What follows belongs to an exercise in optimizing a design on an open flow for small area; a production flow would make more cautious choices. Function was checked by simulation only, so behaviour that the tests miss may differ from the original. Power is estimated from default activity; no workload was simulated.

==> xenon: inputs <==
==> flow/design.v (excerpt) <==
module Simple_Fixed_1 (
    clock,
    reset,
    op_code,
    instr_format,
    dest_reg_addr,
    src_reg_a,
    src_reg_b,
    store_reg,
    imm_value,
    enable_reg_write,
    wb_data,
    wb_reg_addr,
    wb_enable_reg_write,
    branch_is_taken,
    delayed_rt_addr,
    delayed_enable_reg_write
);
clock: 8.0 ns
lec_check: 0
cap_margin: 20
core_margin: 2
core_utilization: 55
slew_margin: 20
synth_hierarchical: 1
standard.sh (not shown) runs the stock make flow with config.mk's settings and CLKGATE_MAP_FILE= SYNTH_SCRIPT=/design/flow/synth_recipe.tcl, a recipe that flattens the netlist after the stock synthesis.
==> flow/flow/run.sh <==
#!/bin/bash
# Standard layout with two changes to how it is made:
#  - the port buffers are the smallest buffer cell (sky130_fd_sc_hd__buf_1) instead of the
#    cell buffer_ports picks by default;
#  - clock tree synthesis uses clkbuf_8 buffers and inserts no dummy loads.
# make's output goes to standard.log; each tool's full log is under orfs/logs/.
set -euo pipefail
export BUFFER_PORTS_ARGS="-buffer_cell sky130_fd_sc_hd__buf_1"
export CTS_ARGS="-sink_clustering_enable -repair_clock_nets -buf_list sky130_fd_sc_hd__clkbuf_8 -dont_use_dummy_load"
bash standard.sh > standard.log 2>&1
==> inputs of raven, as changes to xenon <==
==> flow/flow/run.sh (replaced) <==
#!/bin/bash
# Standard layout, except that the port buffers are the smallest buffer cell
# (sky130_fd_sc_hd__buf_1) instead of the cell buffer_ports picks by default.
set -euo pipefail
export BUFFER_PORTS_ARGS="-buffer_cell sky130_fd_sc_hd__buf_1"
bash standard.sh > standard.log 2>&1
==> flow_metrics.py <==
metrics = {
    "sta": {
        "fmax_mhz": 132,
        "hold-worst-slack_ps": 479,
    },
    "hold_path": {
        "min_from": "wb_reg_addr[5]",
    },
    "power_and_ir_drop": {
        "p_clk_uw": 798,
        "seq_power_share_pct": 22.2,
    },
    "layout": {
        "fillers": 2700,
        "antenna_cells": 13,
        "seq_share_pct": 13.8,
        "bufAreaShareNonClock_pct": 13.1,
    },
    "global_route": {
        "met1_usage_pct": 58.7,
    },
    "clock_tree": {
        "clkTransAtPathRegs_ps": 60,
    },
    "routing": {
        "wirelength_um": 82600,
    },
    "outcome": {
        "status": "no timing/DRC/antenna violations",
    },
}
(the above is from raven)
==> flow_metrics.py <==
metrics = {
    "outcome": {
        "status": "no timing/DRC/antenna violations",
    },
    "hold_path": {
        "min_from": "wb_reg_addr[1]",
    },
    "layout": {
        "fillers": 2744,
        "bufAreaShareNonClock_pct": 13.2,
        "seq_share_pct": 14.0,
        "layout_commonest_cell": "buf_1",
    },
    "placement": {
        "portBuffers": 578,
    },
    "power_and_ir_drop": {
        "seq_power_share_pct": 24.4,
        "p_clk_uw": 495,
    },
    "sta": {
        "fmax_mhz": 132,
        "hold-worst-slack_ps": 482,
    },
    "clock_tree": {
        "clkTransAtPathRegs_ps": 80,
    },
}
(the above is from xenon)


==> inputs of job 520 <==
Simple_Fixed_1, a different RTL version from the one above (not shown whole).
clock: 8.0 ns
lec_check: 0
cap_margin: 20
core_margin: 2
core_utilization: 55
slew_margin: 20
synth_hierarchical: 1
==> flow/flow/run.sh <==
#!/bin/bash
# Standard layout with three changes to how it is made:
#  - the port buffers are the smallest buffer cell (sky130_fd_sc_hd__buf_1) instead of the
#    cell buffer_ports picks by default;
#  - clock tree synthesis uses clkbuf_8 buffers and inserts no dummy loads;
#  - floorplan removes synthesis buffers instead of sizing for timing before placement
#    (REMOVE_ABC_BUFFERS); timing is repaired after placement and clock tree synthesis.
# make's output goes to standard.log; each tool's full log is under orfs/logs/.
set -euo pipefail
export BUFFER_PORTS_ARGS="-buffer_cell sky130_fd_sc_hd__buf_1"
export CTS_ARGS="-sink_clustering_enable -repair_clock_nets -buf_list sky130_fd_sc_hd__clkbuf_8 -dont_use_dummy_load"
export REMOVE_ABC_BUFFERS=1
bash standard.sh > standard.log 2>&1
==> job 2969 (differences from job 520) <==
--- a/flow/design.v
+++ b/flow/design.v
@@ -111,43 +111,66 @@
   wire fq0 = s_en & ~s_cmp;
   wire fq00 = s_en0 & ~s_cmp;
   wire [9:0] i10 = imm_value[8:17];
   wire [10:0] u11 = {imm_value[8], i10};
   wire [15:0] i16 = imm_value[2:17];
   wire [7:0] i8 = imm_value[10:17];
   wire f4cmp = op[4];
-  logic [31:0] yimm;
-  always_comb begin
-    if (!f4cmp) yimm = seg16 ? {2{{6{i10[9]}}, i10}} : {{22{i10[9]}}, i10};
-    else if (seg8) yimm = {4{i8}};
-    else if (seg16) yimm = {2{5'b0, u11}};
-    else if (k_ugt) yimm = {22'b0, i10};
-    else yimm = {21'b0, u11};
-  end
-  logic [31:0] kimm, kc;
-  always_comb begin
-    kimm = 32'h0;
-    kc = 32'h0;
-    if (d_ilh) kimm = {2{i16}};
-    if (d_ilhu) kimm = {i16, 16'h0};
-    if (d_il) kimm = {{16{i16[15]}}, i16};
-    if (d_iohl) begin
-      kimm = {i16, 16'h0};
-      kc = 32'hFFFFFFFF;
-    end
-    if (d_ila) begin
-      kimm = {imm_value[0:15], 16'h0};
-      kc = 32'h0000FFFC;
-    end
-    if (d_x) kimm = 32'h80000000;
-    if (!go) begin
-      kimm = 32'h0;
-      kc = 32'h0;
-    end
-  end
+  wire sg = i10[9];
+  wire im_a  = imm_form & ~f4cmp;                     
+  wire im_ah = im_a & seg16, im_aw = im_a & ~seg16;
+  wire im_cb = imm_form & f4cmp & seg8;                
+  wire im_ch = imm_form & f4cmp & seg16 & ~seg8;       
+  wire im_co = imm_form & f4cmp & ~seg16 & ~k_ugt;     
+  wire im_nb = imm_form & ~im_cb;
+  wire as_ = im_a & sg;                                
+  wire aws = im_aw & sg;
+  wire s10 = im_a | im_ch | im_co;                     
+  wire s26 = im_a | im_ch;
+  wire hb = im_ah | im_cb | im_ch;
+  wire ahc = im_ah | im_ch;
+  wire [31:0] yi;
+  genvar n;
+  for (n = 0; n < 8; n++) begin : g_y0
+    c_and2 u (.a(imm_form), .b(i10[n]), .x(yi[n]));
+  end
+  for (n = 8; n < 10; n++) begin : g_y8
+    c_a22o u (.a1(im_cb), .a2(i10[n-8]), .b1(im_nb), .b2(i10[n]), .x(yi[n]));
+  end
+  c_a22o u_y10 (.a1(im_cb), .a2(i10[2]), .b1(s10), .b2(sg), .x(yi[10]));
+  for (n = 11; n < 16; n++) begin : g_y11
+    c_a21o u (.a1(im_cb), .a2(i10[n-8]), .b1(as_), .x(yi[n]));
+  end
+  for (n = 16; n < 24; n++) begin : g_y16
+    c_a21o u (.a1(hb), .a2(i10[n-16]), .b1(aws), .x(yi[n]));
+  end
+  for (n = 24; n < 26; n++) begin : g_y24
+    c_a221o u (.a1(im_cb), .a2(i10[n-24]), .b1(ahc), .b2(i10[n-16]), .c1(aws), .x(yi[n]));
+  end
+  c_a22o u_y26 (.a1(im_cb), .a2(i10[2]), .b1(s26), .b2(sg), .x(yi[26]));
+  for (n = 27; n < 32; n++) begin : g_y27
+    c_a21o u (.a1(im_cb), .a2(i10[n-24]), .b1(as_), .x(yi[n]));
+  end
+  wire k_lo = go & (d_ilh | d_il);
+  wire k_hi = go & (d_ilh | d_ilhu | d_iohl);
+  wire k_la = go & d_ila;
+  wire k_x  = go & d_x;
+  wire [31:0] nkimm;
+  for (n = 0; n < 16; n++) begin : g_k0
+    c_nand2 u (.a(k_lo), .b(i16[n]), .y(nkimm[n]));
+  end
+  wire k_il = go & d_il;
+  for (n = 16; n < 31; n++) begin : g_k16
+    c_a222oi u (.a1(k_hi), .a2(i16[n-16]), .b1(k_la), .b2(imm_value[31-n]), .c1(k_il),
+                .c2(i16[15]), .y(nkimm[n]));
+  end
+  wire k_hs = k_hi | k_il;
+  c_a222oi u_k31 (.a1(k_hs), .a2(i16[15]), .b1(k_la), .b2(imm_value[0]), .c1(d_x), .c2(go),
+                  .y(nkimm[31]));
+  wire [31:0] kc = {{16{go & d_iohl}}, {14{go & (d_iohl | d_ila)}}, {2{go & d_iohl}}};
   wire kw = keep_all | s_cg | s_bg;            
   wire [31:0] kp0 = {{30{keep_all}}, {2{keep_all | s_ila}}};
   wire [31:0] kpn = {{30{kw}}, {2{kw | s_ila}}};
   wire [31:0] kp1 = {keep_all, {29{kw}}, {2{kw | s_ila}}};
   logic [0:127] rnext;
   wire cg_ge, bg_gt, r32;
   wire [31:0] p0;
@@ -156,18 +179,18 @@
   generate
     for (k = 0; k < 4; k++) begin : g_word
       wire [3:0] co;
       wire [31:0] d, pw;
       fx_word #(.W0(k == 0)) u_w (
           .a(src_reg_a[32*k +: 32]), .b(src_reg_b[32*k +: 32]), .c(store_reg[32*k +: 32]),
           .r(wb_data[32*k +: 32]), .inv_a(inv_a), .inv_b(inv_b0), .ub(~imm_form),
-          .yi(imm_form ? yimm : 32'h0), .cin(cin), .seg8(seg8), .seg16(seg16), .nc_b(~c_b),
+          .yi(yi), .cin(cin), .seg8(seg8), .seg16(seg16), .nc_b(~c_b),
           .c_he(c_he), .c_hu(c_hu), .c_hs(c_hs), .c_we(c_we), .c_wu(c_wu), .c_ws(c_ws),
           .s_hsat(s_hsat), .fq0((k == 0) ? fq00 : fq0), .l_g(l_g),
-          .l_t(l_t), .l_n(l_n), .nkimm(~kimm), .kc(kc),
+          .l_t(l_t), .l_n(l_n), .nkimm(nkimm), .kc(kc),
           .kp((k == 0) ? kp0 : (k == 1) ? kp1 : kpn), .co(co), .d(d), .p(pw));
       if (k == 1) begin : g_r32
         assign rnext[32] = d[31] | (s_cg & cg_ge) | (s_bg & bg_gt);
         assign rnext[33:63] = d[30:0];
       end else begin : g_rn
         assign rnext[32*k +: 32] = d;
       end
@@ -216,28 +239,30 @@
       assign bb[i] = b[i];
     end
     c_a21o u_y (.a1(bb[i]), .a2(ub), .b1(yi[i]), .x(y[i]));
   end
   wire [31:0] s, g;
   wire [8:0] cb;       
   wire [7:0] bp;       
+  wire [7:0] c3b;      
   assign cb[0] = cin;
   wire nseg8 = ~seg8, nseg16 = ~seg16;
   wire cs8 = seg8 & cin, cs16 = seg16 & cin;
   for (q = 0; q < 8; q++) begin : g_blk
     wire ci;
     if (q == 2 || q == 6) begin : s8
       c_a21o u_ci (.a1(cb[q]), .a2(nseg8), .b1(cs8), .x(ci));
     end else if (q == 4) begin : s16
       c_a21o u_ci (.a1(cb[q]), .a2(nseg16), .b1(cs16), .x(ci));
     end else begin : ns
       assign ci = cb[q];
     end
-    fx_blk4 u_b (.x(x[4*q +: 4]), .y(y[4*q +: 4]), .ci(ci), .s(s[4*q +: 4]), .p(p[4*q +: 4]),
-                 .g(g[4*q +: 4]), .bp(bp[q]), .co(cb[q+1]));
+    fx_blk4 #(.RIP(q == 0 || q == 7)) u_b (.x(x[4*q +: 4]), .y(y[4*q +: 4]), .ci(ci), .s(s[4*q +: 4]),
+                                 .p(p[4*q +: 4]), .g(g[4*q +: 4]), .bp(bp[q]), .co(cb[q+1]),
+                                 .c3(c3b[q]));
   end
   assign co = {cb[8], cb[6], cb[4], cb[2]};
   wire [1:0] eqh, sgt, nsat, t, ns;
   wire eqw;
   wire [3:0] nco;
   wire [1:0] nh;
   wire nw;
@@ -245,54 +270,60 @@
     c_inv u_n (.a(co[q]), .y(nco[q]));
   end
   for (q = 0; q < 2; q++) begin : g_h
     c_and4 u_eq (.a(bp[4*q]), .b(bp[4*q+1]), .c(bp[4*q+2]), .d(bp[4*q+3]), .x(eqh[q]));
     c_xor2 u_sg (.a(co[2*q+1]), .b(p[16*q+15]), .y(sgt[q]));
     c_a222oi u_h (.a1(c_he), .a2(eqh[q]), .b1(c_hs), .b2(sgt[q]), .c1(c_hu), .c2(nco[2*q+1]),
                   .y(nh[q]));
-    c_xor2 u_t (.a(s[16*q+15]), .b(x[16*q+15]), .y(t[q]));
+    c_xor2 u_t (.a(c3b[4*q+3]), .b(x[16*q+15]), .y(t[q]));
     c_nand3b u_sat (.a_n(p[16*q+15]), .b(t[q]), .c(s_hsat), .y(nsat[q]));
     c_and2 u_fq (.a(nsat[q]), .b(fq0), .x(fq[2*q]));
     assign fq[2*q+1] = fq[2*q];
-    c_inv u_ns (.a(s[16*q+15]), .y(ns[q]));
+    c_inv u_ns (.a(c3b[4*q+3]), .y(ns[q]));
   end
   c_and2 u_eqw (.a(eqh[0]), .b(eqh[1]), .x(eqw));
   c_a222oi u_w (.a1(c_we), .a2(eqw), .b1(c_ws), .b2(sgt[1]), .c1(c_wu), .c2(nco[3]), .y(nw));
   wire [3:0] fq, nfp, nfpm;
   for (q = 0; q < 4; q++) begin : g_f
     wire u, um;
     c_o22a u_u (.a1(nc_b), .a2(co[q]), .b1(nsat[q/2]), .b2(ns[q/2]), .x(u));
     c_and3 u_f (.a(u), .b(nh[q/2]), .c(nw), .x(nfp[q]));
     if (q % 2 == 1) begin : m
-      c_o22a u_um (.a1(nc_b), .a2(co[q]), .b1(nsat[q/2]), .b2(s[16*(q/2)+15]), .x(um));
+      c_o22a u_um (.a1(nc_b), .a2(co[q]), .b1(nsat[q/2]), .b2(c3b[4*(q/2)+3]), .x(um));
       c_and3 u_fm (.a(um), .b(nh[q/2]), .c(nw), .x(nfpm[q]));
     end else begin : nm
       assign nfpm[q] = nfp[q];
     end
   end
   for (i = 0; i < 32; i++) begin : g_o
     fx_out u_o (.s(s[i]), .p(p[i]), .g(g[i]), .c(c[i]), .r(r[i]), .fq(fq[i/8]),
                 .nfp((i % 16 == 15) ? nfpm[i/8] : nfp[i/8]), .l_g(l_g), .l_t(l_t), .l_n(l_n),
                 .nkimm(nkimm[i]), .kc(kc[i]), .kp(kp[i]), .d(d[i]));
   end
 endmodule
-module fx_blk4 (input [3:0] x, y, input ci, output [3:0] s, p, g, output bp, co);
-  wire c1, c2, c3, g1, g2, g3;
+module fx_blk4 #(
+    parameter bit RIP = 0
+) (input [3:0] x, y, input ci, output [3:0] s, p, g, output bp, co, c3);
+  wire c1, c2, g1, g2, g3;
   genvar j;
   for (j = 0; j < 4; j++) begin : g_h
     c_ha u_h (.a(x[j]), .b(y[j]), .s(p[j]), .co(g[j]));
   end
   c_a21o u_c1 (.a1(p[0]), .a2(ci), .b1(g[0]), .x(c1));
   c_a21o u_c2 (.a1(p[1]), .a2(c1), .b1(g[1]), .x(c2));
   c_a21o u_c3 (.a1(p[2]), .a2(c2), .b1(g[2]), .x(c3));
-  c_a21o u_g1 (.a1(p[1]), .a2(g[0]), .b1(g[1]), .x(g1));
-  c_a21o u_g2 (.a1(p[2]), .a2(g1), .b1(g[2]), .x(g2));
-  c_a21o u_g3 (.a1(p[3]), .a2(g2), .b1(g[3]), .x(g3));
   c_and4 u_p (.a(p[0]), .b(p[1]), .c(p[2]), .d(p[3]), .x(bp));
-  c_a21o u_co (.a1(bp), .a2(ci), .b1(g3), .x(co));
+  if (RIP) begin : rip
+    c_a21o u_co (.a1(p[3]), .a2(c3), .b1(g[3]), .x(co));
+  end else begin : la
+    c_a21o u_g1 (.a1(p[1]), .a2(g[0]), .b1(g[1]), .x(g1));
+    c_a21o u_g2 (.a1(p[2]), .a2(g1), .b1(g[2]), .x(g2));
+    c_a21o u_g3 (.a1(p[3]), .a2(g2), .b1(g[3]), .x(g3));
+    c_a21o u_co (.a1(bp), .a2(ci), .b1(g3), .x(co));
+  end
   c_xor2 u_s0 (.a(p[0]), .b(ci), .y(s[0]));
   c_xor2 u_s1 (.a(p[1]), .b(c1), .y(s[1]));
   c_xor2 u_s2 (.a(p[2]), .b(c2), .y(s[2]));
   c_xor2 u_s3 (.a(p[3]), .b(c3), .y(s[3]));
 endmodule
 module fx_out (input s, p, g, c, r, fq, nfp, l_g, l_t, l_n, nkimm, kc, kp, output d);
   wire n1, n2, z;
@@ -389,7 +420,16 @@
 endmodule
 module c_o22a (input a1, a2, b1, b2, output x);
   assign x = (a1 | a2) & (b1 | b2);
 endmodule
 module c_or4 (input a, b, c, d, output x);
   assign x = a | b | c | d;
 endmodule
+module c_a22o (input a1, a2, b1, b2, output x);
+  assign x = (a1 & a2) | (b1 & b2);
+endmodule
+module c_a221o (input a1, a2, b1, b2, c1, output x);
+  assign x = (a1 & a2) | (b1 & b2) | c1;
+endmodule
+module c_a221oi (input a1, a2, b1, b2, c1, output y);
+  assign y = ~((a1 & a2) | (b1 & b2) | c1);
+endmodule
==> flow/flow/run.sh (replaced) <==
#!/bin/bash
# Standard layout with two changes to how it is made:
#  - the port buffers are the smallest buffer cell (sky130_fd_sc_hd__buf_1) instead of the
#    cell buffer_ports picks by default;
#  - clock tree synthesis uses clkbuf_8 buffers and inserts no dummy loads.
# make's output goes to standard.log; each tool's full log is under orfs/logs/.
set -euo pipefail
export BUFFER_PORTS_ARGS="-buffer_cell sky130_fd_sc_hd__buf_1"
export CTS_ARGS="-sink_clustering_enable -repair_clock_nets -buf_list sky130_fd_sc_hd__clkbuf_8 -dont_use_dummy_load"
bash standard.sh > standard.log 2>&1
==> flow/config.mk (replaced) <==
export PLATFORM = sky130hd
export DESIGN_NAME = Simple_Fixed_1
export DESIGN_NICKNAME = Simple_Fixed_1
export VERILOG_FILES = /design/flow/design.v
export SDC_FILE = /design/flow/constraint.sdc
export NUM_CORES = 4
export LEC_CHECK = 0
export CAP_MARGIN = 10
export CORE_MARGIN = 2
export CORE_UTILIZATION = 55
export SLEW_MARGIN = 10
export SYNTH_HIERARCHICAL = 1
==> comparison <==
In job 2969 the first-iteration DRC count is larger than in job 520, by 14%.
Synthesized area: job 520 is larger than job 2969 (about 1.1%).
Against job 2969, the design area of job 520 is larger by about 0.9%.
Power: job 520 is higher than job 2969 (1.7%).
Between job 520 and job 2969, the lower global-route usage is in job 520 (gap 1.6 points).
Via count is about the same in job 2969 and job 520.
Of job 520 and job 2969, job 520 has the higher worst hold slack (gap 0.030 ns).
Maximum frequency: job 2969 is higher than job 520 (about 1.8%).
Clock skew: job 2969 is higher than job 520 (0.0024 ns).
Between job 2969 and job 520, the lower sequential share of layout area is in job 520 (gap 0.13 points).

## afterwards: timing with drivers on the ports
The results above use ideal ports. As a check the final layouts listed here were re-extracted and re-timed, cells and wires unchanged. Step 1: set_driving_cell puts a clkbuf_16 on clock and a buf_2 on each other input, an assumption about the parent block. Step 2 moves the port delays by t, midway between the first and last clock arrival at a register: inputs arrive t later, outputs are due t later. That takes back most of the time a late clock gives input paths. a / b / c = no drivers / after step 1 / after step 2; a / b = the first two.
| run | t (ns) | slack for setup (ns) | slew at the worst register clock pin (ns) |
|---|---|---|---|
| xenon | 0.548 | 0.439 / 0.462 / -0.086 | 0.10 / 0.10 |
| raven | 0.509 | 0.410 / 0.433 / -0.076 | 0.08 / 0.08 |
| job 520 | 0.538 | 0.173 / 0.195 / -0.342 | 0.10 / 0.10 |
| job 2969 | 0.520 | 0.313 / 0.341 / -0.179 | 0.10 / 0.10 |
Met with ideal ports but missed after step 2: setup timing in every run listed. For xenon, which loses most, drivers alone change the setup slack by +0.023 ns; drivers and shift together by -0.525 ns.
